What follows belongs to an exercise in optimizing a design on an open flow for small area and a short achievable clock period; a production flow would make more cautious choices.
Where RTL was checked, it was by simulation tests only, not by an equivalence proof against the original.
Only the layout flow was run in runs 4, 6 and 7; the RTL was not checked for function there.
Power and IR drop assume default switching activity.

==> flow/design.v <==
module gca_dlnv(
    input [31:0]    coord0,
    input [31:0]    coord1,
    input           ld,
    input           step,
    input           CLK,
    output          FC,
    output [20:0]   ADDR
);
    wire [10:0] xs = coord0[10:0];
    wire [9:0]  ys = coord0[20:11];
    wire [10:0] x1 = coord1[10:0];
    wire [9:0]  y1 = coord1[20:11];
    reg  [10:0] x;
    reg  [9:0]  y;
    reg         sx, sy;      
    reg  [10:0] dx;          
    reg  [9:0]  dy;          
    reg  [11:0] q;           
    reg         xmaj_n;      
    reg  [11:0] h;           
    reg         eqx, eqy;    
    wire xmaj = q[11];
    wire [11:0] tx  = {1'b0, x1} + {1'b0, ~xs};
    wire [10:0] ty  = {1'b0, y1} + {1'b0, ~ys};
    wire [10:0] tx1 = x1 + ~xs + 11'd1;
    wire [9:0]  ty1 = y1 + ~ys + 10'd1;
    wire [10:0] adx = tx[11] ? tx1 : ~tx[10:0];
    wire [9:0]  ady = ty[10] ? ty1 : ~ty[9:0];
    wire [11:0] qn = {2'b0, dy} - {1'b0, dx};
    wire [11:0] h0 = q + (xmaj_n ? ~{3'b0, dy[9:1]} : {2'b0, dx[10:1]});
    wire gox = xmaj | h[11];         
    wire goy = xmaj_n | ~h[11];      
    wire both = gox & goy;
    wire [11:0] sa = xmaj ? {2'b0, dy} : ~{1'b0, dx};
    wire [11:0] hs = h + (both ? q : sa) + {11'd0, ~both & xmaj_n};
    wire mx = step & gox;
    wire my = step & goy;
    wire [10:0] wx = x ^ {11{sx}};
    wire [9:0]  wy = y ^ {10{sy}};
    wire [10:0] fx;
    wire [9:0]  fy;
    assign fx[0] = 1'b1;
    assign fy[0] = 1'b1;
    genvar i;
    generate
        for (i = 1; i < 11; i = i + 1) begin : gfx
            assign fx[i] = &wx[i-1:0];
        end
        for (i = 1; i < 10; i = i + 1) begin : gfy
            assign fy[i] = &wy[i-1:0];
        end
    endgenerate
    wire [10:0] ex = x ^ x1;
    wire [9:0]  ey = y ^ y1;
    wire eqx_hold = ~|ex;
    wire eqy_hold = ~|ey;
    wire eqx_step = ex == fx;
    wire eqy_step = ey == fy;
    assign ADDR = {y, x};
    assign FC = ~ld & (xmaj ? eqx : eqy);
    always @(posedge CLK) begin
        x <= ld ? xs : x ^ ({11{mx}} & fx);
        y <= ld ? ys : y ^ ({10{my}} & fy);
        eqx <= (mx & ~ld) ? eqx_step : eqx_hold;
        eqy <= (my & ~ld) ? eqy_step : eqy_hold;
        sx <= ~tx[11];
        sy <= ~ty[10];
        dx <= adx;
        dy <= ady;
        q <= qn;
        xmaj_n <= ~qn[11];
        if (ld) begin
            h <= h0;
        end else if (step) begin
            h <= hs;
        end
    end
endmodule
==> flow/flow/run.sh <==
#!/bin/bash
# Own layout flow: the standard ORFS flow (standard.sh) with
#  - ORFS's full/half-adder extraction turned off, so ABC maps the adders
#  - a shorter ABC mapping script (structural choices, then delay mapping)
#  - plain buffers on the ports instead of the delay cells ORFS picks
#  - a clock tree with larger sink clusters and no dummy loads
set -euo pipefail
here=$(pwd)
rm -rf "$here/scripts_mod"
cp -r "$FLOW_HOME/scripts" "$here/scripts_mod"
cp "$here/flow/abc_speed.script" "$here/scripts_mod/abc_speed.script"
export SCRIPTS_DIR="$here/scripts_mod"
export ADDER_MAP_FILE=
export BUFFER_PORTS_ARGS="-buffer_cell sky130_fd_sc_hd__buf_1"
export CTS_ARGS="-sink_clustering_enable -repair_clock_nets -dont_use_dummy_load -sink_clustering_size ${CTS_SINKS:-20} -buf_list {sky130_fd_sc_hd__clkbuf_4 sky130_fd_sc_hd__clkbuf_8}"
bash standard.sh > standard.log 2>&1
==> flow/flow/abc_speed.script <==
&get -n
&st
&dch
&nf
&put
==> flow/standard.sh <==
#!/bin/bash
# synth_recipe.tcl (not shown) runs the flow's synth.tcl, then flattens the netlist and writes it again
# the make line also repeats each setting of config.mk as NAME=value (left out here)
make -C /OpenROAD-flow-scripts/flow DESIGN_CONFIG=/design/flow/config.mk WORK_HOME=/design/flow/orfs CLKGATE_MAP_FILE= SYNTH_SCRIPT=/design/flow/synth_recipe.tcl "${@:-finish}"
==> flow/config.mk <==
export PLATFORM = sky130hd
export DESIGN_NAME = gca_dlnv
export DESIGN_NICKNAME = gca_dlnv
export VERILOG_FILES = /design/flow/design.v
export SDC_FILE = /design/flow/constraint.sdc
export NUM_CORES = 4
export LEC_CHECK = 0
export CAP_MARGIN = 20
export CORE_MARGIN = 2
export CORE_UTILIZATION = 40
export SETUP_SLACK_MARGIN = 2.3
export SLEW_MARGIN = 20
export TNS_END_PERCENT = 0
==> flow/constraint.sdc <==
create_clock -name core_clock -period 5.0 [get_ports {CLK}]
set_input_delay 1.0000 -clock core_clock [delete_from_list [all_inputs] [get_ports {CLK}]]
set_output_delay 1.0000 -clock core_clock [all_outputs]
set_load 0.01 [all_outputs]
==> flow_summary.toml, run 1 <==
[clock_tree]
path_clk_slew_ns = 0.08
cts_tree = "yes"
clk_path_buf_depth = 2
clk_latency_ns = 0.37
cts_hold_buf = 0
cts_root_buf = "clkbuf_8"
htreeDepth = 3
cts_made_buffers = 9
cts.sinks = 71

[hold_path]
min_path_cells = 1
hp-class = "reg -> reg"

[floorplan]
die_area_um2 = 15200
start_util_pct = 40.9
num_rows = 43
die_h_um = 123
coreArea_um2 = 13900
io_pins = 89
die_width_um = 123

[global_routing]
antenna_found_initial = 0
grt_pass1_wl_um = 23300
grt.met3_usage_pct = 2.54
grt_overflow_total = 0
grt_max_degree = 33
use_met1_pct = 25.0
track_usage_pct = 19.3
grt_most_used_layer = "met2"
use_met2_pct = 32.7
grt_pass1_vias = 5079

[drt]
first_pass_iters = 5
wl_per_cell_um = 13.9
ant_nets = 0
drt_iter0_drc = 232
vias = 5377
wl_um = 14300
via_per_inst = 5.25
drc = 0

[logic_synthesis]
syn_area_um2 = 5680
async_flop_share_pct = 0
synth-seq-area-share_pct = 27.1
ys_seq_elements = 71
ys.flop_type = "dfxtp_1"
ys_warn_count = 1
ys_types = 42
synth.avg_cell_area_um2 = 7.63
synthCells = 744
synth_edf_count = 12
syn-num-nets = 811

[sta]
rsz0062_at_grt = "yes"
whs_ns = 0.474
fin_skew_ns = 0.0242
fmax_mhz = 362
slew_violations = 0
max_slew_margin_pct = 32.6
finalSetupTns_ns = 0
hold_viol = 0
final-setup-viol-count = 0
fin_crit_sh_pct = 55.2
worst_pin_slew_ns = 1.01
post-route-min-period_ns = 2.76

[setup_path]
criticalPathCategory = "in -> reg"
worst_setup_path_end_kind = "register"
critPathArrivalTime_ns = 3.03
crit_required_ns = 5.27
cp-start-kind = "input pin"
r2r_slack_ns = 2.27
path_cells = "buf_1 -> xor2_2 -> buf_4 -> nor2_1 -> nand2_1 -> o21ai_2 -> a211oi_2 -> o31ai_4 -> buf_12 -> mux2i_1 -> a31oi_1 -> xnor2_1"
r2r_cells = 11
crit_path_max_fanout = 5
slowest_stage = "o31ai_4"
slowest_delay_ns = 0.34

[status]
outcome = "complete, no violations"

[placed_design]
gp_congestion = 0.925
place_area_um2 = 6320
place_inst = 994
port_buffers = 66
hpwl_um = 11000

[final_layout]
insertedDiodeCount = 0
area_growth_pct = 19.5
fillers = 1401
layout-drive-gt1-share_pct = 8.89
num-nets-final = 913
fin_area_um2 = 6790
instances_no_fill = 1024

[power_and_ir_drop]
p_total_mw = 4.34
ir_drop_uv = 213
p_leak_nw = 2.41
cellPowerDensity_nw_per_um2 = 639

[run]
drv_cap = 0
==> final timing paths <==
path         endpoint       start
max             dy[7]  coord1[14]
min              q[0]       dy[0]
max reg2reg     h[11]       h[11]
min reg2reg      q[0]       dy[0]
==> per-layer routing <==
metal	routed length, um	share of wire [%]
met1	6740	47
met2	6890	48
met3	432	3.0
met4	220	1.5
met5	0	0
==> power breakdown <==
group | switching [mW] | internal [mW]
clock | 0.207 | 0.161
sequential | 0.245 | 0.830
combinational | 1.59 | 1.31
total | 2.04 | 2.30
==> synthesized netlist by cell type, types with 12 or more instances <==
library cell  instances  share of area, %
nand2_1              87               5.8
clkinv_1             19               1.3
nand2b_1             30               3.3
edfxtp_1             12               6.3
nor2b_1              20               2.2
dfxtp_1              59                21
xor2_1               68                10
a21oi_1              53               4.7
xnor2_1             104                16
o21ai_0              86               7.6
o211ai_1             12               1.6
nor3_1               14               1.2
nor2_1               72               4.8
==> per-stage QoR <==
step | utilization, % | setup slack, ns
after global routing | 48.9 | 2.10
after floorplan | - | 2.25
after CTS | 47.5 | 2.16
after global placement | 45.5 | 1.69
final | 48.9 | 2.24
after detailed placement | 45.5 | 1.62
==> registers in the layout (all words and copies together) (netlist names) <==
name	count
dx	11
dy	10
eqx	1
eqy	1
h	12
q	12
sx	1
sy	1
x	11
xmaj_n	1
y	10
==> cell usage in the layout, fill, tap and decap left out, types with 5 or more instances in the layout <==
cell,Yosys,layout
edfxtp_1,12,12
nor2_1,72,70
nor2b_1,20,19
nor3_1,14,14
a31oi_1,8,7
a21oi_1,53,47
xor2_1,68,59
clkinv_1,19,19
nand2b_1,30,30
and3_1,8,8
xor2_2,0,8
a21oi_2,0,5
nand2_1,87,87
mux2i_1,7,6
a211oi_1,8,6
o21ai_0,86,78
a21o_1,5,5
buf_1,0,65
nand4_1,5,5
o211ai_1,12,12
maj3_1,7,6
xnor2_1,104,102
and2_0,6,6
clkbuf_8,0,9
nand3_1,10,10
dfxtp_1,59,55
buf_4,0,20
==> timing repair <==
item | CTS | global route
hold endpoints to repair | 0 | 0
pin swaps | 2 | 11
endpoints found under the setup margin | 29 | 29
setup buffers | 10 | 11
resized for setup | 15 | 20
==> kinds of logic (layout without fill, tap and decap cells) <==
kind of cell | count (synthesis) | in the layout | share of synthesized area (%)
buffers and inverters | 19 | 119 | 1.26
DFF | 71 | 71 | 27.1
and+or+nand+nor | 267 | 267 | 22.0
AOI/OAI and AO/OA | 199 | 199 | 20.2
xor gates and xnor gates | 172 | 172 | 26.5
adders and majority gates | 7 | 7 | 1.23
muxes | 9 | 9 | 1.63
==> final cells by class <==
class,instances,area [um2],area share [%]
clock buffers,9,124,1.82
inverters,19,71.3,1.05
multi-input cells,654,4340,64.0
flip-flops and latches,71,1550,22.9
well taps,180,225,3.32
repair buffers,91,473,6.97
==> critical path: cells and delay by family <==
| family | cells | cell delay (ns) |
|---|---|---|
| buf+inv | 3 | 0.46 |
| simple gates | 2 | 0.28 |
| xor+xnor | 2 | 0.43 |
| compound gates | 4 | 0.68 |
| mux | 1 | 0.17 |
==> run 2: changes to the inputs <==
--- a/flow/config.mk
+++ b/flow/config.mk
@@ -10,4 +10,4 @@
 export CORE_UTILIZATION = 40
 export SETUP_SLACK_MARGIN = 2.3
 export SLEW_MARGIN = 20
-export TNS_END_PERCENT = 0
+export TNS_END_PERCENT = 30
==> flow_summary.toml, run 2 <==
[status]
outcome = "complete, no violations"

[global_routing]
track_usage_pct = 19.8
use_met1_pct = 25.2
grt.met3_usage_pct = 2.54
grt_overflow_total = 0
use_met2_pct = 34.1
grt_most_used_layer = "met2"
grt_pass1_vias = 5188
grt_max_degree = 30
antenna_found_initial = 0
grt_pass1_wl_um = 23900

[clock_tree]
cts.sinks = 71
htreeDepth = 3
clk_latency_ns = 0.37
path_clk_slew_ns = 0.06
cts_hold_buf = 0
clk_path_buf_depth = 2
cts_tree = "yes"
cts_root_buf = "clkbuf_8"
cts_made_buffers = 9

[logic_synthesis]
ys_seq_elements = 71
synth.avg_cell_area_um2 = 7.63
synth-seq-area-share_pct = 27.1
async_flop_share_pct = 0
ys_warn_count = 1
syn-num-nets = 811
ys.flop_type = "dfxtp_1"
syn_area_um2 = 5680
synth_top_area_cell = "dfxtp_1"
synthCells = 744
ys_types = 42
synthTopCellsByCount = "xnor2_1 (104), nand2_1 (87), o21ai_0 (86)"
yosys-top-cells-area = "dfxtp_1 (21%), xnor2_1 (16%), xor2_1 (10%)"
yosysMostFrequentCell = "xnor2_1"
synth_top_cell_area_share_pct = 20.8
synth_edf_count = 12

[final_layout]
num-nets-final = 934
final_common_cell = "xnor2_1"
fin_area_um2 = 7090
fillers = 1359
instances_no_fill = 1045
layout-drive-gt1-share_pct = 14.1
seq_area_um2 = 1550
multi_input_area_um2 = 4470
reg_top3 = "h x12, q x12"
layout_common_cells = "xnor2_1 (101), nand2_1 (85), o21ai_0 (70), nor2_1 (67), buf_1 (58)"
insertedDiodeCount = 0
area_growth_pct = 24.9

[sta]
fin_skew_ns = 0.0234
fin_crit_sh_pct = 54.6
finalSetupTns_ns = 0
fmax_mhz = 366
final-setup-viol-count = 0
hold_viol = 0
max_slew_margin_pct = 34.5
slew_violations = 0
rsz0062_at_grt = "yes"
post-route-min-period_ns = 2.73
worst_pin_slew_ns = 0.983
setup_slack_ns = 2.27

[drt]
drt_iter0_drc = 283
vias = 5472
drc = 0
wl_um = 14600
first_pass_iters = 4
via_per_inst = 5.24
wl_per_cell_um = 13.9
ant_nets = 0

[placed_design]
place_inst = 994
port_buffers = 66
gp_congestion = 0.925
place_area_um2 = 6320
hpwl_um = 11000
dp_slack_ns = 1.62

[power_and_ir_drop]
cellPowerDensity_nw_per_um2 = 653
p_leak_nw = 2.57
ir_drop_uv = 245

[hold_path]
hp-class = "reg -> reg"
min_path_cells = 1
hold_start = "dy[0]"
min_to = "q[0]"

[floorplan]
die_area_um2 = 15200
die_h_um = 123
start_util_pct = 40.9
num_rows = 43
coreArea_um2 = 13900
die_width_um = 123
io_pins = 89

[setup_path]
r2r_slack_ns = 2.28
criticalPathCategory = "in -> reg"
slowest_delay_ns = 0.34
crit_top_cell = "o21ai_2"
slowest_stage = "xor2_2"
worst_setup_path_end_kind = "register"
reg2reg_to = "h[11]"
cp-start-kind = "input pin"
crit_required_ns = 5.24
rr_startpoint = "h[11]"
crit_path_max_fanout = 8
path_cells = "buf_1 -> xor2_2 -> o21ai_2 -> a21oi_2 -> o21ai_2 -> a211oi_2 -> o31ai_4 -> buf_12 -> buf_4 -> a211oi_1 -> a21oi_1 -> xnor2_1"
critPathArrivalTime_ns = 2.96
r2r_cells = 11

[run]
drv_cap = 0
## run 2: cell types whose count changed in the layout (fill, tap and decap cells not counted), sizes merged
cell and change:
buf +13, clkbuf +7, mux2 +1
## run 2: cell families after synthesis
| kind of cell | Yosys count | share of synthesized area (%) |
|---|---|---|
| AO/OA/AOI/OAI | 199 | 20.2 |
| XOR/XNOR | 172 | 26.5 |
| AND/OR/NAND/NOR | 267 | 22.0 |
| multiplexers | 9 | 1.63 |
| adder cells (fa/ha/maj) | 7 | 1.23 |
| buffers and inverters | 19 | 1.26 |
| flip-flops | 71 | 27.1 |
## run 2: per-stage QoR
| step | hold slack, ns | utilization (%) | power [mW] |
|---|---|---|---|
| final | 0.474 | 51.1 | 4.63 |
| after global routing | 0.505 | 51.1 | 5.01 |
| after CTS | 0.478 | 48.4 | 4.27 |
| after detailed placement | 0.469 | 45.5 | 3.57 |
| after global placement | 0.471 | 45.5 | 3.50 |
| after floorplan | 0.438 | - | 3.04 |
## run 2: worst max-delay path: cells and delay by family
kind | cells | cell delay (ns)
XOR/XNOR | 2 | 0.47
buffers and inverters | 3 | 0.50
AO/OA/AOI/OAI | 7 | 0.99
## run 2: final cells by class
| cell class | instances | share of cell area, % |
|---|---|---|
| multi-input cells | 655 | 63.0 |
| flip-flops and latches | 71 | 21.9 |
| repair buffers | 111 | 9.24 |
| well taps | 180 | 3.18 |
| clock buffers | 9 | 1.75 |
| inverters | 19 | 1.01 |
## run 2: worst max-delay path by stage
stage,cells past startpoint,startpoint,slack [ns],endpoint
floorplan,9,coord0[3],2.25,dx[6]
global placement,10,coord1[1],1.69,dx[6]
detailed placement,10,coord1[1],1.62,dx[6]
CTS,9,coord1[11],2.18,dy[8]
global route,12,coord1[2],2.12,dx[9]
finish,12,coord0[2],2.27,dx[9]
## run 2: per-layer routing
layer	vias to the layer above	routed length, um	share of wire (%)
li1	2817	-	-
met1	2531	6780	47
met2	103	7050	48
met3	21	469	3.2
met4	0	259	1.8
met5	-	0	0
## run 2: what timing repair did
action,4_1_cts,5_1_grt
resized for setup,31,50
setup buffers,18,23
setup endpoints to repair,29,30
pin swaps,6,20
gates cloned,0,1
hold endpoints to repair,0,0
## run 2: power breakdown
| group | switching [mW] | leakage (nW) | internal (mW) |
|---|---|---|---|
| Sequential | 0.247 | 0.621 | 0.831 |
| Combinational | 1.69 | 1.88 | 1.50 |
| Clock | 0.204 | 0.0647 | 0.161 |
| Total | 2.14 | 2.57 | 2.49 |
==> run 3: changes to the inputs <==
--- a/flow/config.mk
+++ b/flow/config.mk
@@ -10,4 +10,3 @@
 export CORE_UTILIZATION = 40
 export SETUP_SLACK_MARGIN = 2.3
 export SLEW_MARGIN = 20
-export TNS_END_PERCENT = 30
==> flow_summary.toml, run 3 <==
[clock_tree]
cts_root_buf = "clkbuf_8"
clk_path_buf_depth = 2
path_clk_slew_ns = 0.07
cts_made_buffers = 9
clk_latency_ns = 0.36
htreeDepth = 3
cts.sinks = 71
cts_tree = "yes"

[floorplan]
io_pins = 89
num_rows = 43
start_util_pct = 40.9
die_width_um = 123
die_area_um2 = 15200
coreArea_um2 = 13900
die_h_um = 123

[setup_path]
crit_path_max_fanout = 10
criticalPathCategory = "in -> reg"
r2r_slack_ns = 2.37
r2r_cells = 11
slowest_delay_ns = 0.30
critPathArrivalTime_ns = 2.91
crit_required_ns = 5.28
slowest_stage = "a211oi_2"
cp-start-kind = "input pin"
worst_setup_path_end_kind = "register"
path_cells = "clkbuf_2 -> xor2_2 -> o21ai_1 -> a21oi_2 -> o21ai_2 -> a211oi_2 -> o31ai_4 -> buf_12 -> buf_4 -> a211oi_1 -> o22a_1"

[placed_design]
gp_congestion = 0.919
place_inst = 994
place_area_um2 = 6340
dp_slack_ns = 1.65
hpwl_um = 10800
port_buffers = 66

[power_and_ir_drop]
swShare_pct = 46.5
power_frac_seq_pct = 24.5
power.internal_mw = 2.33
p_leak_nw = 2.50
p_total_mw = 4.36
p_sw_mw = 2.03
ir_drop_uv = 207
cellPowerDensity_nw_per_um2 = 629
pwr-share-comb_pct = 67.0
power.share.clock_pct = 8.5

[sta]
worst_pin_slew_ns = 0.999
rsz0062_at_grt = "yes"
max_slew_margin_pct = 33.4
slew_violations = 0
fin_skew_ns = 0.0168
fin_crit_sh_pct = 52.7
finalSetupTns_ns = 0
setup_slack_ns = 2.36
post-route-min-period_ns = 2.64
final-setup-viol-count = 0
hold_viol = 0
fmax_mhz = 379

[logic_synthesis]
ys.flop_type = "dfxtp_1"
ys_types = 42
ys_warn_count = 1
synthTopCellsByCount = "xnor2_1 (104), nand2_1 (87), o21ai_0 (86)"
yosys-top-cells-area = "dfxtp_1 (21%), xnor2_1 (16%), xor2_1 (10%)"
synth_edf_count = 12
async_flop_share_pct = 0
synthCells = 744
syn_area_um2 = 5680
synth-seq-area-share_pct = 27.1
syn-num-nets = 811
ys_seq_elements = 71
synth_top_cell_area_share_pct = 20.8
synth.avg_cell_area_um2 = 7.63
synth_top_area_cell = "dfxtp_1"
yosysMostFrequentCell = "xnor2_1"

[global_routing]
track_usage_pct = 19.5
grt_overflow_total = 0
antenna_found_initial = 0
grt_pass1_vias = 5174
grt_pass1_wl_um = 23400
grt_max_degree = 30

[final_layout]
num-nets-final = 922
insertedDiodeCount = 0
area_growth_pct = 22.2
layout_common_cells = "xnor2_1 (101), nand2_1 (87), o21ai_0 (72), nor2_1 (67), xor2_1 (56)"
reg_top3 = "h x12, q x12"
fin_area_um2 = 6940
final_common_cell = "xnor2_1"
layout-drive-gt1-share_pct = 13.0
instances_no_fill = 1033
fillers = 1391

[drt]
ant_nets = 0
wl_um = 14300
via_per_inst = 5.29
drc = 0
first_pass_iters = 4
drt_iter0_drc = 246
vias = 5463
wl_per_cell_um = 13.8

[hold_path]
hp-class = "reg -> reg"
min_path_cells = 1

[status]
outcome = "complete, no violations"

[run]
drv_cap = 0
run 3: cell count changes in the layout (fill, tap and decap cells not counted), sizes merged:
cell    previous run  this run
mux2               3         2
buf              103        87
clkbuf            17        22
run 3: power by group through the flow:
| stage | Sequential (mW) | Clock, mW | Combinational (mW) |
|---|---|---|---|
| 2_1_floorplan | 1.04 | 0 | 2.01 |
| 3_3_place_gp | 1.08 | 0 | 2.42 |
| 3_5_place_dp | 1.09 | 0 | 2.47 |
| 4_1_cts | 1.07 | 0.383 | 2.65 |
| 5_1_grt | 1.10 | 0.401 | 3.24 |
| 6_report | 1.07 | 0.370 | 2.92 |
run 3: area by class of cell:
| class | instances | area (um2) | area share [%] |
|---|---|---|---|
| multi-input cells | 654 | 4400 | 63.5 |
| inverters | 19 | 71.3 | 1.03 |
| clock buffers | 9 | 124 | 1.79 |
| well taps | 180 | 225 | 3.25 |
| repair buffers | 100 | 561 | 8.08 |
| flip-flops and latches | 71 | 1550 | 22.4 |
run 3: path summary, 6_finish.rpt:
kind / start / endpoint
worst max register to register: h[11] / h[11]
worst min-delay path: dy[0] / q[0]
worst max-delay path: coord1[14] / dy[9]
worst min register to register: dy[0] / q[0]
run 3: critical path, delay by kind of cell:
family	cells	cell delay, ns
buffers and inverters	3	0.41
AOI/OAI and AO/OA	7	1.27
xor gates and xnor gates	1	0.21
run 3: through the flow:
stage | util, % | hold slack (ns)
after global placement | 45.7 | 0.470
after detailed placement | 45.7 | 0.475
after global routing | 50.0 | 0.504
after floorplan | - | 0.438
after CTS | 48.3 | 0.485
final | 50.0 | 0.481
run 3: what timing repair did:
| action | CTS | global route |
|---|---|---|
| hold endpoints to repair | 0 | 0 |
| endpoints found under the setup margin | 29 | 30 |
| setup buffers | 17 | 13 |
| pin swaps | 8 | 24 |
| resized for setup | 19 | 46 |
| hold buffers | 0 | 0 |
run 3: logic make-up after synthesis:
| kind of cell | after synthesis | synth area share, % |
|---|---|---|
| flip-flops | 71 | 27.1 |
| adder cells (fa/ha/maj) | 7 | 1.23 |
| AO/OA/AOI/OAI | 199 | 20.2 |
| multiplexers | 9 | 1.63 |
| AND/OR/NAND/NOR | 267 | 22.0 |
| XOR/XNOR | 172 | 26.5 |
| buffers and inverters | 19 | 1.26 |
run 3: metal layers:
metal / track usage [%] / part of all wire (%)
met5: 0 / 0
met4: 9.23 / 2.3
met3: 2.63 / 3.6
met2: 33.3 / 47
met1: 24.2 / 47
==> run 4: changes to the inputs <==
--- a/flow/design.v
+++ b/flow/design.v
@@ -17,10 +17,10 @@
     reg  [10:0] dx;          
     reg  [9:0]  dy;          
     reg  [11:0] q;           
-    reg         xmaj_n;      
     reg  [11:0] h;           
     reg         eqx, eqy;    
     wire xmaj = q[11];
+    wire xmaj_n = ~q[11];
     wire [11:0] tx  = {1'b0, x1} + {1'b0, ~xs};
     wire [10:0] ty  = {1'b0, y1} + {1'b0, ~ys};
     wire [10:0] tx1 = x1 + ~xs + 11'd1;
@@ -69,7 +69,6 @@
         dx <= adx;
         dy <= ady;
         q <= qn;
-        xmaj_n <= ~qn[11];
         if (ld) begin
             h <= h0;
         end else if (step) begin
==> flow_summary.toml, run 4 <==
[logic_synthesis]
ys_warn_count = 1
ys.flop_type = "dfxtp_1"
synth-seq-area-share_pct = 26.9
synth.avg_cell_area_um2 = 7.94
yosysMostFrequentCell = "xnor2_1"
synth_top_area_cell = "dfxtp_1"
syn_area_um2 = 5660
syn-num-nets = 780
ys_seq_elements = 70
synth_edf_count = 12
synthCells = 713
yosys-top-cells-area = "dfxtp_1 (21%), xnor2_1 (16%), xor2_1 (11%)"
async_flop_share_pct = 0
synthTopCellsByCount = "xnor2_1 (101), nand2_1 (81), o21ai_0 (72), xor2_1 (72), nor2_1 (59)"
synth_top_cell_area_share_pct = 20.5
ys_types = 52

[global_routing]
grt_pass1_wl_um = 24200
grt_pass1_vias = 5029
grt_overflow_total = 0
grt_max_degree = 35
antenna_found_initial = 0
track_usage_pct = 20.3

[drt]
via_per_inst = 5.36
wl_per_cell_um = 15.0
wl_um = 15100
first_pass_iters = 4
ant_nets = 0
drt_iter0_drc = 214
drc = 0
vias = 5384

[final_layout]
fin_area_um2 = 7200
layout-drive-gt1-share_pct = 16.0
num-nets-final = 894
area_growth_pct = 27.2
insertedDiodeCount = 0
layout_common_cells = "xnor2_1 (84), nand2_1 (79), o21ai_0 (70), xor2_1 (64), nor2_1 (59)"
instances_no_fill = 1005
final_core_util_pct = 52.1
fillers = 1318
final_common_cell = "xnor2_1"
reg_top3 = "h x12, q x12"

[setup_path]
cp-start-kind = "register"
criticalPathCategory = "reg -> reg"
slowest_stage = "edfxtp_1"
crit_buf_inv = 1
crit_family = "compound AO/OA/AOI/OAI gates"
path_cells = "buf_12 -> or3b_1 -> o221a_1 -> maj3_2 -> a21o_1 -> a221o_1 -> a41oi_2 -> xor2_1 -> mux2i_1"
worst_setup_path_end_kind = "register"
critPathArrivalTime_ns = 2.85
slowest_delay_ns = 0.46
crit_required_ns = 5.11
crit_path_max_fanout = 4
rr_startpoint = "h[11]"
r2r_slack_ns = 2.26
reg2reg_to = "h[10]"
r2r_cells = 9

[sta]
worst_pin_slew_ns = 0.909
post-route-min-period_ns = 2.74
max_slew_margin_pct = 39.4
fmax_mhz = 365
rsz0062_at_grt = "yes"
hold_viol = 0
slew_violations = 0
fin_crit_sh_pct = 54.8
fin_skew_ns = 0.00812
finalSetupTns_ns = 0
final-setup-viol-count = 0

[power_and_ir_drop]
p_leak_nw = 2.58
ir_drop_uv = 195
p_total_mw = 4.55
cellPowerDensity_nw_per_um2 = 632

[hold_path]
hp-class = "reg -> reg"
hold_start = "dy[0]"
min_path_cells = 1
min_to = "q[0]"

[placed_design]
place_inst = 961
gp_congestion = 0.878
place_area_um2 = 6440
port_buffers = 66
hpwl_um = 11300

[floorplan]
die_area_um2 = 15100
die_width_um = 123
coreArea_um2 = 13800
start_util_pct = 40.9
num_rows = 43
io_pins = 89
die_h_um = 123

[clock_tree]
clk_path_buf_depth = 2
cts_tree = "yes"
htreeDepth = 3
cts_hold_buf = 0
cts_root_buf = "clkbuf_8"
cts_made_buffers = 9
cts.sinks = 70
path_clk_slew_ns = 0.07
clk_latency_ns = 0.36

[status]
outcome = "complete, no violations"

[run]
drv_cap = 0
[run 4: cell types whose count changed after synthesis, moves of 6 or more]
cell,delta
nor2_1,-13
o21ai_0,-14
nand4_1,+7
nand2_1,-6
a21oi_1,-18
o211ai_1,-9
o221a_1,+8
o21a_1,+9
nand2b_1,-14
and3_1,-7
or2_0,+8
nand3b_1,+6
[run 4: power by group]
| part | leakage [nW] | internal, mW | switching [mW] | total, mW |
|---|---|---|---|---|
| Combinational | 1.90 | 1.50 | 1.64 | 3.13 |
| Sequential | 0.611 | 0.819 | 0.231 | 1.05 |
| Clock | 0.0647 | 0.161 | 0.207 | 0.367 |
[run 4: how the worst max path moves through the flow]
stage / to / cells after the start / slack, ns / start
6_report: h[10] / 9 / 2.26 / h[11]
4_1_cts: h[10] / 10 / 2.24 / h[11]
5_1_grt: h[10] / 8 / 2.16 / h[11]
2_1_floorplan: dy[8] / 8 / 2.28 / coord0[16]
3_5_place_dp: h[10] / 8 / 1.78 / h[11]
3_3_place_gp: dy[4] / 9 / 1.77 / coord1[16]
[run 4: layer usage]
layer	up-vias	wire (um)	GRT usage, %
li1	2742	-	-
met1	2537	7110	26.8
met2	88	7280	34.3
met3	17	424	2.54
met4	0	255	7.04
met5	-	0	0
[run 4: logic make-up after synthesis]
logic type / share of synthesized area [%]
muxes: 1.42
adders and majority gates: 1.42
xor gates and xnor gates: 26.8
AOI/OAI and AO/OA: 19.9
buffers and inverters: 1.19
DFF: 26.9
and+or+nand+nor: 22.4
[run 4: timing repair]
action,CTS,global route
gates cloned,1,0
gates resized for setup,25,56
endpoints found under the setup margin,18,23
pin swaps,11,32
buffers inserted,16,18
[run 4: through the flow]
step / worst slack (ns) / hold WS (ns)
floorplan: 2.28 / 0.436
global placement: 1.77 / 0.474
detailed placement: 1.78 / 0.483
CTS: 2.24 / 0.494
global route: 2.16 / 0.521
finish: 2.26 / 0.489
[run 4: cell type report]
cell class                 count  area (um2)  area share [%]
tap                          180         225            3.13
multi-input combinational    626        4670            64.9
sequential                    70        1530            21.2
clock buffer                   9         124            1.72
inverter                      18        68.8           0.956
timing repair buffer         102         581            8.07
==> run 5: changes to the inputs <==
--- a/flow/design.v
+++ b/flow/design.v
@@ -17,10 +17,10 @@
     reg  [10:0] dx;          
     reg  [9:0]  dy;          
     reg  [11:0] q;           
+    reg         xmaj_n;      
     reg  [11:0] h;           
     reg         eqx, eqy;    
     wire xmaj = q[11];
-    wire xmaj_n = ~q[11];
     wire [11:0] tx  = {1'b0, x1} + {1'b0, ~xs};
     wire [10:0] ty  = {1'b0, y1} + {1'b0, ~ys};
     wire [10:0] tx1 = x1 + ~xs + 11'd1;
@@ -69,6 +69,7 @@
         dx <= adx;
         dy <= ady;
         q <= qn;
+        xmaj_n <= ~qn[11];
         if (ld) begin
             h <= h0;
         end else if (step) begin
--- a/flow/flow/run.sh
+++ b/flow/flow/run.sh
@@ -12,5 +12,5 @@
 export SCRIPTS_DIR="$here/scripts_mod"
 export ADDER_MAP_FILE=
 export BUFFER_PORTS_ARGS="-buffer_cell sky130_fd_sc_hd__buf_1"
-export CTS_ARGS="-sink_clustering_enable -repair_clock_nets -dont_use_dummy_load -sink_clustering_size ${CTS_SINKS:-20} -buf_list {sky130_fd_sc_hd__clkbuf_4 sky130_fd_sc_hd__clkbuf_8}"
+export CTS_ARGS="-sink_clustering_enable -repair_clock_nets -dont_use_dummy_load -sink_clustering_size 40 -sink_clustering_max_diameter 150 -buf_list {sky130_fd_sc_hd__clkbuf_4}"
 bash standard.sh > standard.log 2>&1
==> flow_summary.toml, run 5 <==
[hold_path]
min_path_cells = 1
hp-class = "reg -> reg"

[setup_path]
r2r_cells = 10
cp-start-kind = "register"
slowest_delay_ns = 0.43
path_cells = "buf_6 -> mux2i_4 -> nor2_1 -> a21oi_2 -> xor2_1 -> a31oi_4 -> o311ai_2 -> a21oi_2 -> xor2_1 -> o22ai_1"
crit_required_ns = 5.19
worst_setup_path_end_kind = "register"
criticalPathCategory = "reg -> reg"
critPathArrivalTime_ns = 2.84
crit_path_max_fanout = 4
slowest_stage = "edfxtp_1"

[drt]
ant_nets = 0
wl_um = 14200
wl_per_cell_um = 13.7
vias = 5445
drc = 0
first_pass_iters = 5
drt_iter0_drc = 328
via_per_inst = 5.28

[logic_synthesis]
synthCells = 744
yosys-top-cells-area = "dfxtp_1 (21%), xnor2_1 (16%), xor2_1 (10%)"
ys_types = 42
yosysMostFrequentCell = "xnor2_1"
syn-num-nets = 811
synthTopCellsByCount = "xnor2_1 (104), nand2_1 (87), o21ai_0 (86)"
ys_warn_count = 1
ys.flop_type = "dfxtp_1"
ys_seq_elements = 71
synth-seq-area-share_pct = 27.1
async_flop_share_pct = 0
synth.avg_cell_area_um2 = 7.63
synth_edf_count = 12
synth_top_area_cell = "dfxtp_1"
synth_top_cell_area_share_pct = 20.8
syn_area_um2 = 5680

[clock_tree]
clk_path_buf_depth = 2
cts_tree = "yes"
cts_hold_buf = 0
htreeDepth = 3
clk_latency_ns = 0.44
cts.sinks = 71
cts_root_buf = "clkbuf_4"
path_clk_slew_ns = 0.11
cts_made_buffers = 9

[final_layout]
final_common_cell = "xnor2_1"
num-nets-final = 920
fin_area_um2 = 6860
final_core_util_pct = 49.4
layout-drive-gt1-share_pct = 11.3
area_growth_pct = 20.7
reg_top3 = "h x12, q x12"
layout_common_cells = "xnor2_1 (101), nand2_1 (86), o21ai_0 (73), nor2_1 (67), buf_1 (64)"

[global_routing]
grt_overflow_total = 0
grt_pass1_vias = 5150
antenna_found_initial = 1
grt_pass1_wl_um = 23300
track_usage_pct = 19.4
grt_max_degree = 30

[placed_design]
hpwl_um = 10800
port_buffers = 66
place_area_um2 = 6340
gp_congestion = 0.919

[sta]
fmax_mhz = 378
post-route-min-period_ns = 2.65
finalSetupTns_ns = 0
worst_pin_slew_ns = 0.969
hold_viol = 0
fin_crit_sh_pct = 53.0
slew_violations = 0
fin_skew_ns = 0.0223
final-setup-viol-count = 0
rsz0062_at_grt = "yes"
max_slew_margin_pct = 35.4

[floorplan]
die_area_um2 = 15200
coreArea_um2 = 13900
num_rows = 43
die_h_um = 123
die_width_um = 123
io_pins = 89
start_util_pct = 40.9

[power_and_ir_drop]
p_leak_nw = 2.44
ir_drop_uv = 193
cellPowerDensity_nw_per_um2 = 626

[run]
drv_cap = 0

[status]
outcome = "complete, no violations"
run 5: cells by family (layout without fill, tap and decap cells):
| group | Yosys count | count (layout) | share of synthesized area (%) |
|---|---|---|---|
| other | 0 | 1 | 0 |
| multiplexers | 9 | 9 | 1.63 |
| AO/OA/AOI/OAI | 199 | 199 | 20.2 |
| XOR/XNOR | 172 | 172 | 26.5 |
| adder cells (fa/ha/maj) | 7 | 7 | 1.23 |
| AND/OR/NAND/NOR | 267 | 267 | 22.0 |
| buffers and inverters | 19 | 126 | 1.26 |
| flip-flops | 71 | 71 | 27.1 |
run 5: stage by stage:
stage	hold WS, ns	cells	setup WS [ns]	total power, mW
after floorplan	0.438	744	2.25	3.05
after global placement	0.470	994	1.69	3.50
after detailed placement	0.475	994	1.65	3.57
after CTS	0.490	1015	2.24	4.01
after global routing	0.509	1032	2.15	4.68
final	0.486	1032	2.35	4.29
run 5: where the power goes:
part	internal, mW	switching, mW
Sequential	0.829	0.240
Combinational	1.36	1.59
Clock	0.0837	0.195
Total	2.27	2.03
run 5: worst paths after layout:
| path | startpoint | to | slack [ns] |
|---|---|---|---|
| setup reg to reg | h[11] | h[11] | 2.35 |
| hold / removal | dy[0] | q[0] | 0.49 |
| hold reg to reg | dy[0] | q[0] | 0.49 |
| setup / recovery | h[11] | h[11] | 2.35 |
run 5: worst max-delay path, delay by kind of cell, from the launching register on:
| family | cells | cell delay [ns] |
|---|---|---|
| AOI/OAI and AO/OA | 5 | 0.96 |
| xor gates and xnor gates | 2 | 0.53 |
| buffers and inverters | 1 | 0.15 |
| DFF | 1 | 0.43 |
| muxes | 1 | 0.25 |
| and+or+nand+nor | 1 | 0.09 |
run 5: area by class of cell:
cell class                      instances  area [um2]
Inverter                               19        71.3
Antenna cell                            1        2.50
Fill cell                            1394        7030
Timing Repair Buffer                   98         539
Sequential cell                        71        1550
Tap cell                              180         225
Clock buffer                            9        67.6
Multi-Input combinational cell        654        4400
run 5: timing repair:
| action | 4_1_cts | 5_1_grt |
|---|---|---|
| setup buffers | 12 | 16 |
| cloned | 0 | 0 |
| resized for setup | 17 | 36 |
| setup endpoints to repair | 18 | 24 |
| pin swaps | 4 | 21 |
run 5: layer usage:
metal	up-vias	track usage (%)	routed length [um]	share of wire, %
li1	2797	-	-	-
met1	2494	24.3	6530	46
met2	136	33.0	6690	47
met3	18	2.44	622	4.4
met4	0	9.09	342	2.4
met5	-	0	0	0
==> run 6: changes to the inputs <==
--- a/flow/design.v
+++ b/flow/design.v
@@ -28,11 +28,12 @@
     wire [10:0] adx = tx[11] ? tx1 : ~tx[10:0];
     wire [9:0]  ady = ty[10] ? ty1 : ~ty[9:0];
     wire [11:0] qn = {2'b0, dy} - {1'b0, dx};
-    wire [11:0] h0 = q + (xmaj_n ? ~{3'b0, dy[9:1]} : {2'b0, dx[10:1]});
+    wire [11:0] sa = xmaj ? {2'b0, dy} : ~{1'b0, dx};
+    wire [12:0] h2 = {q[11], q} + {sa[11], sa};
+    wire [11:0] h0 = h2[12:1];
     wire gox = xmaj | h[11];         
     wire goy = xmaj_n | ~h[11];      
     wire both = gox & goy;
-    wire [11:0] sa = xmaj ? {2'b0, dy} : ~{1'b0, dx};
     wire [11:0] hs = h + (both ? q : sa) + {11'd0, ~both & xmaj_n};
     wire mx = step & gox;
     wire my = step & goy;
==> flow_summary.toml, run 6 <==
[logic_synthesis]
ys_seq_elements = 71
synthTopCellsByCount = "xnor2_1 (120), o21ai_0 (85), nand2_1 (83)"
synth_top_area_cell = "dfxtp_1"
ys_types = 46
async_flop_share_pct = 0
synthCells = 724
yosys-top-cells-area = "dfxtp_1 (21%), xnor2_1 (19%), xor2_1 (8.7%)"
synth_edf_count = 12
yosysMostFrequentCell = "xnor2_1"
syn_area_um2 = 5630
synth_top_cell_area_share_pct = 21.0
synth.avg_cell_area_um2 = 7.77
synth-seq-area-share_pct = 27.4
ys.flop_type = "dfxtp_1"
ys_warn_count = 1
syn-num-nets = 791

[setup_path]
critPathArrivalTime_ns = 2.89
crit_buf_inv = 2
crit_path_max_fanout = 4
cp-start-kind = "register"
crit_required_ns = 5.17
reg2reg_to = "h[10]"
r2r_slack_ns = 2.28
rr_startpoint = "h[11]"
slowest_stage = "edfxtp_1"
criticalPathCategory = "reg -> reg"
r2r_cells = 11
path_cells = "buf_6 -> mux2i_4 -> buf_4 -> nor2_2 -> a31oi_4 -> maj3_2 -> and3_1 -> a211o_1 -> a41oi_2 -> xnor2_1 -> o21ai_1"
worst_setup_path_end_kind = "register"
crit_family = "compound AO/OA/AOI/OAI gates"
slowest_delay_ns = 0.49

[sta]
fin_skew_ns = 0.0210
setup_slack_ns = 2.28
fmax_mhz = 368
fin_crit_sh_pct = 54.4
max_slew_margin_pct = 42.9
rsz0062_at_grt = "yes"
final-setup-viol-count = 0
finalSetupTns_ns = 0
worst_pin_slew_ns = 0.856
post-route-min-period_ns = 2.72
slew_violations = 0
hold_viol = 0

[drt]
met1Wirelength_um = 6900
highest_layer = "met4"
wl_met2_um = 6490
first_pass_iters = 5
vias = 5221
drc = 0
drt_iter0_drc = 218
wl_per_cell_um = 13.8
wl_met3_um = 419
ant_nets = 0
wl_um = 14000
via_per_inst = 5.16

[final_layout]
reg_top3 = "h x12, q x12"
layout_common_cells = "xnor2_1 (114), nand2_1 (83), o21ai_0 (65), buf_1 (60), nor2_1 (58)"
final_common_cell = "xnor2_1"
area_growth_pct = 21.6
insertedDiodeCount = 0
layout-drive-gt1-share_pct = 12.4
instances_no_fill = 1012
num-nets-final = 901
fin_area_um2 = 6840

[hold_path]
min_path_cells = 1
hp-class = "reg -> reg"
hold_start = "dy[0]"
min_to = "q[0]"

[global_routing]
antenna_found_initial = 0
grt_overflow_total = 0
grt_pass1_vias = 4968
grt_max_degree = 30
grt_pass1_wl_um = 23300
track_usage_pct = 19.4

[power_and_ir_drop]
ir_drop_uv = 198
p_sw_mw = 2.00
power_frac_seq_pct = 24.2
power.internal_mw = 2.28
cellPowerDensity_nw_per_um2 = 625
swShare_pct = 46.7
pwr-share-comb_pct = 69.3
p_leak_nw = 2.38
power.share.clock_pct = 6.5

[floorplan]
die_h_um = 123
io_pins = 89
die_area_um2 = 15000
die_width_um = 123
num_rows = 43
coreArea_um2 = 13800
start_util_pct = 40.7

[placed_design]
gp_congestion = 0.877
place_inst = 974
place_area_um2 = 6330
dp_slack_ns = 1.65
port_buffers = 66
hpwl_um = 10700

[clock_tree]
cts.sinks = 71
cts_tree = "yes"
clk_latency_ns = 0.44
clk_path_buf_depth = 2
htreeDepth = 3
cts_made_buffers = 9
path_clk_slew_ns = 0.09
cts_root_buf = "clkbuf_4"

[run]
drv_cap = 0

[status]
outcome = "complete, no violations"
[run 6: cell count changes in the layout (fill, tap and decap cells not counted), moves of 5 or more]
cell | previous run | this run
xor2_2 | 10 | 3
or2_0 | 3 | 8
clkinv_1 | 19 | 14
and2_0 | 4 | 12
o21ai_1 | 6 | 12
o21ai_0 | 73 | 65
xor2_1 | 57 | 48
a21oi_2 | 8 | 2
nor2_1 | 67 | 58
xnor2_1 | 101 | 114
[run 6: power by group through the flow]
stage,Sequential [mW],Combinational (mW),Clock [mW]
2_1_floorplan,1.01,1.96,0
3_3_place_gp,1.04,2.40,0
3_5_place_dp,1.05,2.45,0
4_1_cts,1.04,2.68,0.289
5_1_grt,1.07,3.27,0.314
6_report,1.04,2.96,0.279
[run 6: layout make-up]
| class | instances | area, um2 |
|---|---|---|
| Clock buffer | 9 | 67.6 |
| Fill cell | 1349 | 6980 |
| Inverter | 14 | 52.6 |
| Multi-Input combinational cell | 640 | 4420 |
| Sequential cell | 71 | 1550 |
| Tap cell | 180 | 225 |
| Timing Repair Buffer | 98 | 528 |
[run 6: cells by family (layout without fill, tap and decap cells)]
kind of cell | count (synthesis) | in the layout | synth area share [%]
compound gates | 190 | 190 | 19.8
xor+xnor | 176 | 176 | 27.4
fa+ha+maj | 5 | 5 | 0.890
buf+inv | 14 | 121 | 0.934
flops | 71 | 71 | 27.4
mux | 11 | 12 | 1.98
simple gates | 257 | 257 | 21.6
[run 6: timing repair]
item | in CTS | in global routing
endpoints found under the setup margin | 23 | 26
resized for setup | 17 | 48
cloned | 1 | 0
buffers inserted | 17 | 11
pin swaps | 7 | 12
hold buffers | 0 | 0
[run 6: through the flow]
step | total power [mW] | utilization, % | hold WS, ns
floorplan | 2.97 | - | 0.438
global placement | 3.44 | 45.8 | 0.466
detailed placement | 3.50 | 45.8 | 0.464
CTS | 4.01 | 47.7 | 0.479
global route | 4.65 | 49.5 | 0.511
finish | 4.28 | 49.5 | 0.479
[run 6: worst max path at each step]
stage                         start  endpoint  slack (ns)  cells after the start
final                         h[11]     h[10]        2.28                     11
after global routing          h[11]     h[10]        2.19                     11
after CTS                     h[11]     h[10]        2.17                     10
after detailed placement  coord1[2]     dx[4]        1.65                     10
after global placement    coord1[2]     dx[4]        1.66                     10
after floorplan           coord0[2]     dx[6]        2.25                      9
[run 6: metal layers]
layer | vias to the layer above | GRT usage (%)
li1 | 2733 | -
met1 | 2400 | 26.2
met2 | 75 | 32.3
met3 | 13 | 2.42
met4 | 0 | 6.18
met5 | - | 0
==> run 7: changes to the inputs <==
--- a/flow/design.v
+++ b/flow/design.v
@@ -63,8 +63,8 @@
     always @(posedge CLK) begin
         x <= ld ? xs : x ^ ({11{mx}} & fx);
         y <= ld ? ys : y ^ ({10{my}} & fy);
-        eqx <= (mx & ~ld) ? eqx_step : eqx_hold;
-        eqy <= (my & ~ld) ? eqy_step : eqy_hold;
+        eqx <= (step & ~ld) ? eqx_step : eqx_hold;
+        eqy <= (step & ~ld) ? eqy_step : eqy_hold;
         sx <= ~tx[11];
         sy <= ~ty[10];
         dx <= adx;
==> flow_summary.toml, run 7 <==
[drt]
ant_nets = 0
drt_iter0_drc = 227
via_per_inst = 5.20
drc = 0
wl_per_cell_um = 14.3
first_pass_iters = 4
vias = 5281
wl_um = 14600

[floorplan]
coreArea_um2 = 13800
die_width_um = 123
die_h_um = 123
start_util_pct = 40.7
die_area_um2 = 15000
io_pins = 89
num_rows = 43

[logic_synthesis]
synthTopCellsByCount = "xnor2_1 (101), nand2_1 (93), o21ai_0 (82)"
yosysMostFrequentCell = "xnor2_1"
synth.avg_cell_area_um2 = 7.75
ys_seq_elements = 71
ys_types = 45
synthCells = 725
yosys-top-cells-area = "dfxtp_1 (21%), xnor2_1 (16%), xor2_1 (11%)"
synth_edf_count = 12
synth_top_cell_area_share_pct = 21.0
syn_area_um2 = 5620
ys.flop_type = "dfxtp_1"
synth-seq-area-share_pct = 27.4
async_flop_share_pct = 0
ys_warn_count = 1
syn-num-nets = 792
synth_top_area_cell = "dfxtp_1"

[power_and_ir_drop]
p_sw_mw = 2.05
power.internal_mw = 2.27
power.share.clock_pct = 6.6
pwr-share-comb_pct = 69.5
power_frac_seq_pct = 23.9
swShare_pct = 47.4
cellPowerDensity_nw_per_um2 = 634
p_total_mw = 4.33
p_leak_nw = 2.44
ir_drop_uv = 234

[sta]
max_slew_margin_pct = 43.6
hold_viol = 0
fin_skew_ns = 0.0244
finalSetupTns_ns = 0
final-setup-viol-count = 0
fin_crit_sh_pct = 54.4
rsz0062_at_grt = "yes"
post-route-min-period_ns = 2.72
worst_pin_slew_ns = 0.838
whs_ns = 0.484
fmax_mhz = 368
slew_violations = 0

[final_layout]
instances_no_fill = 1015
insertedDiodeCount = 0
layout_common_cells = "xnor2_1 (96), nand2_1 (93), buf_1 (64), xor2_1 (63), o21ai_0 (62)"
reg_top3 = "h x12, q x12"
area_growth_pct = 21.4
num-nets-final = 904
layout-drive-gt1-share_pct = 11.9
fillers = 1368
final_common_cell = "xnor2_1"

[clock_tree]
cts_made_buffers = 9
clk_path_buf_depth = 2
cts_hold_buf = 0
cts_root_buf = "clkbuf_4"
clk_latency_ns = 0.46
htreeDepth = 3
path_clk_slew_ns = 0.11
cts_tree = "yes"
cts.sinks = 71

[global_routing]
grt_max_degree = 65
grt_pass1_wl_um = 22800
antenna_found_initial = 0
grt_overflow_total = 0
grt_pass1_vias = 5000
track_usage_pct = 19.1

[setup_path]
critPathArrivalTime_ns = 2.89
criticalPathCategory = "reg -> reg"
crit_path_max_fanout = 7
cp-start-kind = "register"
crit_required_ns = 5.17
worst_setup_path_end_kind = "register"

[placed_design]
hpwl_um = 10800
port_buffers = 66
gp_congestion = 0.877
place_inst = 972

[hold_path]
hp-class = "reg -> reg"

[run]
drv_cap = 0

[status]
outcome = "complete, no violations"
==> run 7: through the flow <==
| step | setup slack, ns | instance area, um2 | util [%] |
|---|---|---|---|
| 2_1_floorplan | 2.28 | 5700 | - |
| 3_3_place_gp | 1.76 | 6180 | 44.7 |
| 3_5_place_dp | 1.77 | 6180 | 44.7 |
| 4_1_cts | 2.21 | 6360 | 46.0 |
| 5_1_grt | 2.21 | 6830 | 49.4 |
| 6_report | 2.28 | 6830 | 49.4 |
==> run 7: timing repair <==
item	4_1_cts	5_1_grt
resized for setup	21	64
pin swaps	1	23
buffers inserted	7	24
gates cloned	0	3
endpoints found under the setup margin	13	29
endpoints found under the hold margin	0	0
==> run 7: final timing paths <==
| check | from | to | slack [ns] | cells past startpoint |
|---|---|---|---|---|
| hold / removal | dy[0] | q[0] | 0.48 | 1 |
| setup reg to reg | h[11] | h[10] | 2.28 | 9 |
| setup / recovery | h[11] | h[10] | 2.28 | 9 |
| hold reg to reg | dy[0] | q[0] | 0.48 | 1 |
==> run 7: area by class of cell <==
| cell class | instances | area, um2 | area share, % |
|---|---|---|---|
| clock buffer | 9 | 67.6 | 0.990 |
| inverter | 19 | 71.3 | 1.04 |
| multi-input combinational | 637 | 4390 | 64.3 |
| sequential | 71 | 1550 | 22.7 |
| tap | 180 | 225 | 3.30 |
| timing repair buffer | 99 | 519 | 7.61 |
==> run 7: kinds of logic (layout without fill, tap and decap cells) <==
family                     after synthesis  after routing  synth area share (%)
AOI/OAI and AO/OA                      182            183                  19.5
xor gates and xnor gates               170            170                  26.5
adders and majority gates                7              7                  1.25
buffers and inverters                   19            127                  1.27
DFF                                     71             71                  27.4
muxes                                   12             13                  2.18
and+or+nand+nor                        264            264                  21.9
==> run 7: layer usage <==
metal / track usage [%] / vias to the layer above / share of wire (%)
li1: - / 2732 / -
met1: 24.2 / 2428 / 47
met2: 32.4 / 97 / 47
met3: 3.25 / 24 / 3.7
met4: 7.47 / 0 / 2.0
met5: 0 / - / 0
==> run 7: power by group through the flow <==
stage          sequential, mW  combinational (mW)  clock, mW
6_report                 1.04                3.00      0.286
5_1_grt                  1.06                3.30      0.317
4_1_cts                  1.02                2.48      0.295
3_5_place_dp             1.06                2.31          0
3_3_place_gp             1.04                2.26          0
2_1_floorplan            1.00                1.87          0
==> run 7: critical path, cell delays in order (launching register included) <==
cell      delay (ns)
edfxtp_1        0.48
buf_6           0.15
mux2i_4         0.36
mux2_4          0.37
maj3_2          0.36
a31oi_4         0.19
o21ai_4         0.09
a41oi_2         0.20
xor2_1          0.19
o21ai_1         0.07
==> run 8: changes to the inputs <==
--- a/flow/design.v
+++ b/flow/design.v
@@ -28,12 +28,11 @@
     wire [10:0] adx = tx[11] ? tx1 : ~tx[10:0];
     wire [9:0]  ady = ty[10] ? ty1 : ~ty[9:0];
     wire [11:0] qn = {2'b0, dy} - {1'b0, dx};
-    wire [11:0] sa = xmaj ? {2'b0, dy} : ~{1'b0, dx};
-    wire [12:0] h2 = {q[11], q} + {sa[11], sa};
-    wire [11:0] h0 = h2[12:1];
+    wire [11:0] h0 = q + (xmaj_n ? ~{3'b0, dy[9:1]} : {2'b0, dx[10:1]});
     wire gox = xmaj | h[11];         
     wire goy = xmaj_n | ~h[11];      
     wire both = gox & goy;
+    wire [11:0] sa = xmaj ? {2'b0, dy} : ~{1'b0, dx};
     wire [11:0] hs = h + (both ? q : sa) + {11'd0, ~both & xmaj_n};
     wire mx = step & gox;
     wire my = step & goy;
@@ -63,8 +62,8 @@
     always @(posedge CLK) begin
         x <= ld ? xs : x ^ ({11{mx}} & fx);
         y <= ld ? ys : y ^ ({10{my}} & fy);
-        eqx <= (step & ~ld) ? eqx_step : eqx_hold;
-        eqy <= (step & ~ld) ? eqy_step : eqy_hold;
+        eqx <= (mx & ~ld) ? eqx_step : eqx_hold;
+        eqy <= (my & ~ld) ? eqy_step : eqy_hold;
         sx <= ~tx[11];
         sy <= ~ty[10];
         dx <= adx;
--- a/flow/config.mk
+++ b/flow/config.mk
@@ -8,5 +8,5 @@
 export CAP_MARGIN = 20
 export CORE_MARGIN = 2
 export CORE_UTILIZATION = 40
-export SETUP_SLACK_MARGIN = 2.3
+export SETUP_SLACK_MARGIN = 2.2
 export SLEW_MARGIN = 20
==> flow_summary.toml, run 8 <==
[status]
outcome = "complete, no violations"

[logic_synthesis]
ys_warn_count = 1
synth_top_cell_area_share_pct = 20.8
synthTopCellsByCount = "xnor2_1 (104), nand2_1 (87), o21ai_0 (86)"
yosysMostFrequentCell = "xnor2_1"
synth-seq-area-share_pct = 27.1
async_flop_share_pct = 0
ys_seq_elements = 71
synth_top_area_cell = "dfxtp_1"
synth_edf_count = 12
yosys-top-cells-area = "dfxtp_1 (21%), xnor2_1 (16%), xor2_1 (10%)"
ys_types = 42
synth.avg_cell_area_um2 = 7.63
syn-num-nets = 811
ys.flop_type = "dfxtp_1"
synthCells = 744
syn_area_um2 = 5680

[power_and_ir_drop]
power.share.clock_pct = 6.5
power.internal_mw = 2.22
power_frac_seq_pct = 25.3
p_sw_mw = 2.01
cellPowerDensity_nw_per_um2 = 627
pwr-share-comb_pct = 68.3
ir_drop_uv = 205
p_leak_nw = 2.39
swShare_pct = 47.5

[clock_tree]
cts_tree = "yes"
clk_path_buf_depth = 2
htreeDepth = 3
path_clk_slew_ns = 0.11
cts_made_buffers = 9
cts.sinks = 71
clk_latency_ns = 0.42
cts_root_buf = "clkbuf_4"

[drt]
wl_per_cell_um = 13.2
first_pass_iters = 6
ant_nets = 0
vias = 5189
via_per_inst = 5.06
drt_iter0_drc = 209
drc = 0
wl_um = 13500

[global_routing]
grt_pass1_vias = 4741
grt_pass1_wl_um = 22400
grt_overflow_total = 0
antenna_found_initial = 0
grt_max_degree = 33
track_usage_pct = 18.4

[floorplan]
coreArea_um2 = 13900
num_rows = 43
die_width_um = 123
die_h_um = 123
io_pins = 89
start_util_pct = 40.9
die_area_um2 = 15200

[sta]
fin_skew_ns = 0.0315
post-route-min-period_ns = 2.71
fin_crit_sh_pct = 54.3
hold_viol = 0
final-setup-viol-count = 0
rsz0062_at_grt = "yes"
worst_pin_slew_ns = 0.843
fmax_mhz = 369
finalSetupTns_ns = 0
slew_violations = 0
max_slew_margin_pct = 43.8

[setup_path]
critPathArrivalTime_ns = 2.89
crit_path_max_fanout = 12
cp-start-kind = "register"
worst_setup_path_end_kind = "register"
criticalPathCategory = "reg -> reg"
crit_required_ns = 5.17

[final_layout]
num-nets-final = 915
area_growth_pct = 18.6
insertedDiodeCount = 0
reg_top3 = "h x12, q x12"
layout-drive-gt1-share_pct = 9.57
final_common_cell = "xnor2_1"
layout_common_cells = "xnor2_1 (103), nand2_1 (87), o21ai_0 (75), nor2_1 (69), buf_1 (64)"
instances_no_fill = 1026

[placed_design]
hpwl_um = 10500
gp_congestion = 0.858
port_buffers = 66
place_inst = 994

[hold_path]
hp-class = "reg -> reg"

[run]
drv_cap = 0
run 8: cell count changes after synthesis, sizes merged, moves of 4 or more:
cell,delta
nor3,+4
nor2b,+6
o21ai,+4
nor2,+5
and3,+7
a21oi,+15
nand2,-6
o211a,-5
and2,-6
o22ai,+4
run 8: path summary, 6_finish.rpt:
check	start	to	slack, ns	cells past startpoint
setup / recovery	h[11]	h[11]	2.29	10
hold / removal	dy[0]	q[0]	0.48	1
setup reg to reg	h[11]	h[11]	2.29	10
hold reg to reg	dy[0]	q[0]	0.48	1
run 8: worst max-delay path: stages, from the launching register on:
cell	delay (ns)
edfxtp_1	0.53
mux2_4	0.41
nand2_1	0.12
o21ai_0	0.11
xor2_1	0.18
buf_4	0.15
or2_1	0.27
o311ai_4	0.32
a21oi_2	0.11
xor2_1	0.18
o22ai_1	0.09
run 8: stage by stage:
| stage | setup WS [ns] | power, mW | area, um2 | hold slack, ns | utilization, % |
|---|---|---|---|---|---|
| 6_report | 2.29 | 4.22 | 6740 | 0.476 | 48.5 |
| 5_1_grt | 2.15 | 4.64 | 6740 | 0.507 | 48.5 |
| 4_1_cts | 2.12 | 3.96 | 6480 | 0.482 | 46.7 |
| 3_5_place_dp | 1.60 | 3.56 | 6270 | 0.468 | 45.2 |
| 3_3_place_gp | 1.61 | 3.54 | 6270 | 0.466 | 45.2 |
| 2_1_floorplan | 2.20 | 3.04 | 5760 | 0.438 | - |
run 8: power groups by stage:
stage	sequential [mW]	clock [mW]	combinational (mW)
floorplan	1.04	0	2.00
global route	1.10	0.309	3.22
global placement	1.09	0	2.46
detailed placement	1.09	0	2.47
finish	1.07	0.272	2.88
CTS	1.08	0.287	2.60
run 8: cell families after synthesis:
logic type / count (synthesis) / synth area share [%]
and+or+nand+nor: 267 / 22.0
AOI/OAI and AO/OA: 199 / 20.2
adders and majority gates: 7 / 1.23
DFF: 71 / 27.1
xor gates and xnor gates: 172 / 26.5
buffers and inverters: 19 / 1.26
muxes: 9 / 1.63
run 8: routing by layer:
metal / vias to the layer above / routed length, um / track usage [%]
met5: - / 0 / 0
met4: 0 / 165 / 5.75
met3: 12 / 373 / 1.98
met2: 88 / 6140 / 29.3
met1: 2312 / 6850 / 26.3
li1: 2777 / - / -
run 8: repair_timing:
item | CTS | global route
gates cloned | 0 | 0
setup buffers | 9 | 14
resized for setup | 15 | 35
hold buffers | 0 | 0
endpoints found under the setup margin | 16 | 19
pin swaps | 2 | 11
run 8: area by class of cell:
class / instances / area [um2]
well taps: 180 / 225
repair buffers: 93 / 485
multi-input cells: 654 / 4340
inverters: 19 / 71.3
fillers: 1437 / 7140
clock buffers: 9 / 67.6
flip-flops and latches: 71 / 1550
==> run 9: changes to the inputs <==
--- a/flow/config.mk
+++ b/flow/config.mk
@@ -8,5 +8,5 @@
 export CAP_MARGIN = 20
 export CORE_MARGIN = 2
 export CORE_UTILIZATION = 40
-export SETUP_SLACK_MARGIN = 2.2
+export SETUP_SLACK_MARGIN = 2.4
 export SLEW_MARGIN = 20
==> flow_summary.toml, run 9 <==
[drt]
vias = 5558
first_pass_iters = 5
drc = 0
drt_iter0_drc = 283
wl_um = 14800
via_per_inst = 5.26
ant_nets = 0
wl_per_cell_um = 14.0

[sta]
hold_viol = 0
slew_violations = 0
finalSetupTns_ns = 0
fmax_mhz = 373
worst_pin_slew_ns = 0.867
max_slew_margin_pct = 42.2
post-route-min-period_ns = 2.68
final-setup-viol-count = 0
fin_skew_ns = 0.0253
rsz0062_at_grt = "yes"
whs_ns = 0.484
fin_crit_sh_pct = 53.6
setup_slack_ns = 2.32

[floorplan]
num_rows = 43
die_area_um2 = 15200
coreArea_um2 = 13900
die_width_um = 123
start_util_pct = 40.9
die_h_um = 123
io_pins = 89

[final_layout]
fin_area_um2 = 7400
layout_common_cells = "xnor2_1 (101), nand2_1 (82), o21ai_0 (66), nor2_1 (60)"
reg_top3 = "h x12, q x12"
final_common_cell = "xnor2_1"
layout-drive-gt1-share_pct = 19.8
insertedDiodeCount = 0
num-nets-final = 946
area_growth_pct = 30.2

[hold_path]
hp-class = "reg -> reg"
min_path_cells = 1

[setup_path]
crit_start = "h[11]"
crit_path_max_fanout = 5
critPathArrivalTime_ns = 2.87
slowest_stage = "edfxtp_1"
reg2reg_to = "h[11]"
crit_buf_inv = 2
cp.depth = 11
path_cells = "buf_6 -> mux2i_4 -> buf_12 -> o211ai_1 -> a21oi_1 -> nor3_1 -> nor2_1 -> o311ai_4 -> a21oi_2 -> xor2_1 -> o22ai_1"
r2r_cells = 11
slowest_delay_ns = 0.45
rr_startpoint = "h[11]"
cp-start-kind = "register"
crit_required_ns = 5.19
criticalPathCategory = "reg -> reg"
crit_family = "compound AO/OA/AOI/OAI gates"
worst_setup_path_end_kind = "register"
r2r_slack_ns = 2.32
crit_end = "h[11]"

[status]
outcome = "complete, no violations"

[clock_tree]
cts_made_buffers = 9
cts.sinks = 71
cts_hold_buf = 0
cts_root_buf = "clkbuf_4"
path_clk_slew_ns = 0.12
cts_tree = "yes"
clk_path_buf_depth = 2
clk_latency_ns = 0.43
htreeDepth = 3

[logic_synthesis]
synth_top_area_cell = "dfxtp_1"
async_flop_share_pct = 0
ys.flop_type = "dfxtp_1"
synth-seq-area-share_pct = 27.1
synthCells = 744
yosys-top-cells-area = "dfxtp_1 (21%), xnor2_1 (16%), xor2_1 (10%)"
syn_area_um2 = 5680
ys_warn_count = 1
synthTopCellsByCount = "xnor2_1 (104), nand2_1 (87), o21ai_0 (86)"
synth_top_cell_area_share_pct = 20.8
yosysMostFrequentCell = "xnor2_1"
ys_types = 42
synth_edf_count = 12
ys_seq_elements = 71
syn-num-nets = 811
synth.avg_cell_area_um2 = 7.63

[run]
drv_cap = 0

[power_and_ir_drop]
ir_drop_uv = 225
p_total_mw = 4.78
p_leak_nw = 2.72
cellPowerDensity_nw_per_um2 = 646

[placed_design]
port_buffers = 66
gp_congestion = 0.896
hpwl_um = 10700
dp_slack_ns = 1.65
place_area_um2 = 6380

[global_routing]
grt_pass1_vias = 5153
antenna_found_initial = 0
track_usage_pct = 19.4
grt_pass1_wl_um = 23600
grt_max_degree = 30
grt_overflow_total = 0
==> run 9: worst register-to-register path, stage by stage (launching register included) <==
cell and delay, ns:
edfxtp_1 0.45, buf_6 0.15, mux2i_4 0.32, buf_12 0.15
o211ai_1 0.13, a21oi_1 0.32, nor3_1 0.10, nor2_1 0.21
o311ai_4 0.15, a21oi_2 0.20, xor2_1 0.17, o22ai_1 0.10
==> run 9: worst min path at each step <==
| stage | start | to | slack, ns |
|---|---|---|---|
| floorplan | dx[0] | q[0] | 0.44 |
| global placement | dy[0] | q[0] | 0.47 |
| detailed placement | dy[0] | q[0] | 0.48 |
| CTS | dy[0] | q[0] | 0.49 |
| global route | dy[0] | q[0] | 0.51 |
| finish | dy[0] | q[0] | 0.48 |
==> run 9: power breakdown <==
group	internal (mW)	switching, mW
Combinational	1.66	1.78
Sequential	0.829	0.239
Clock	0.0838	0.190
==> run 9: per-layer routing <==
layer / part of all wire, % / track usage [%]
met5: 0 / 0
met4: 1.1 / 5.11
met3: 3.0 / 3.18
met2: 49 / 33.4
met1: 47 / 25.0
==> run 9: area by class of cell <==
type	count	area, um2
clock buffer	9	67.6
tap	180	225
timing repair buffer	124	857
multi-input combinational	654	4620
inverter	19	71.3
fill	1339	6480
sequential	71	1550
==> run 9: cell families after synthesis <==
group	after synthesis	share of synthesized area, %
AO/OA/AOI/OAI	199	20.2
XOR/XNOR	172	26.5
adder cells (fa/ha/maj)	7	1.23
buffers and inverters	19	1.26
flip-flops	71	27.1
multiplexers	9	1.63
AND/OR/NAND/NOR	267	22.0
==> run 9: repair_timing <==
item | 4_1_cts | 5_1_grt
endpoints found under the setup margin | 30 | 32
gates resized for setup | 37 | 103
setup buffers | 25 | 26
pin swaps | 18 | 45
cloned | 0 | 3
==> run 9: through the flow <==
stage	utilization (%)	std cells
6_report	53.3	1057
5_1_grt	53.3	1057
4_1_cts	49.2	1028
3_5_place_dp	46.0	994
3_3_place_gp	46.0	994
2_1_floorplan	-	744

-- separate check: timing with driven ports --
Ports are ideal in the flow. The routed layouts listed here were re-timed in OpenROAD.
Step 1 assumes that a clkbuf_16 drives the clock port and a buf_2 every other input.
Step 2, shift: input delay + t, output delay - t, t = (earliest + latest rising clock arrival at the registers) / 2. This alone moves slack from input paths to output paths.
a / b / c = ideal / step 1 / step 2; a / b = the first two.
| run | shift t [ns] | slack for setup (ns) | worst setup path at the end | worst data-port slew with drivers (ns) | cell pins on the clock port's net |
|---|---|---|---|---|---|
| run 1 | 0.388 | 2.239 / 2.247 / 1.860 | input to register | 0.04 | 1 |
| run 2 | 0.387 | 2.271 / 2.280 / 1.895 | input to register | 0.04 | 1 |
| run 3 | 0.389 | 2.365 / 2.373 / 1.988 | input to register | 0.04 | 1 |
| run 4 | 0.393 | 2.260 / 2.260 / 1.976 | input to register | 0.04 | 1 |
| run 5 | 0.462 | 2.352 / 2.352 / 1.948 | input to register | 0.04 | 1 |
| run 6 | 0.460 | 2.282 / 2.282 / 1.999 | input to register | 0.03 | 1 |
| run 7 | 0.479 | 2.282 / 2.282 / 1.931 | input to register | 0.03 | 1 |
| run 8 | 0.441 | 2.287 / 2.287 / 1.873 | input to register | 0.03 | 1 |
| run 9 | 0.444 | 2.318 / 2.318 / 1.936 | input to register | 0.06 | 1 |
After both steps every run listed still meets setup and hold. For run 8, which loses most, drivers alone change the setup slack by 0.000 ns; drivers and shift together by -0.414 ns.
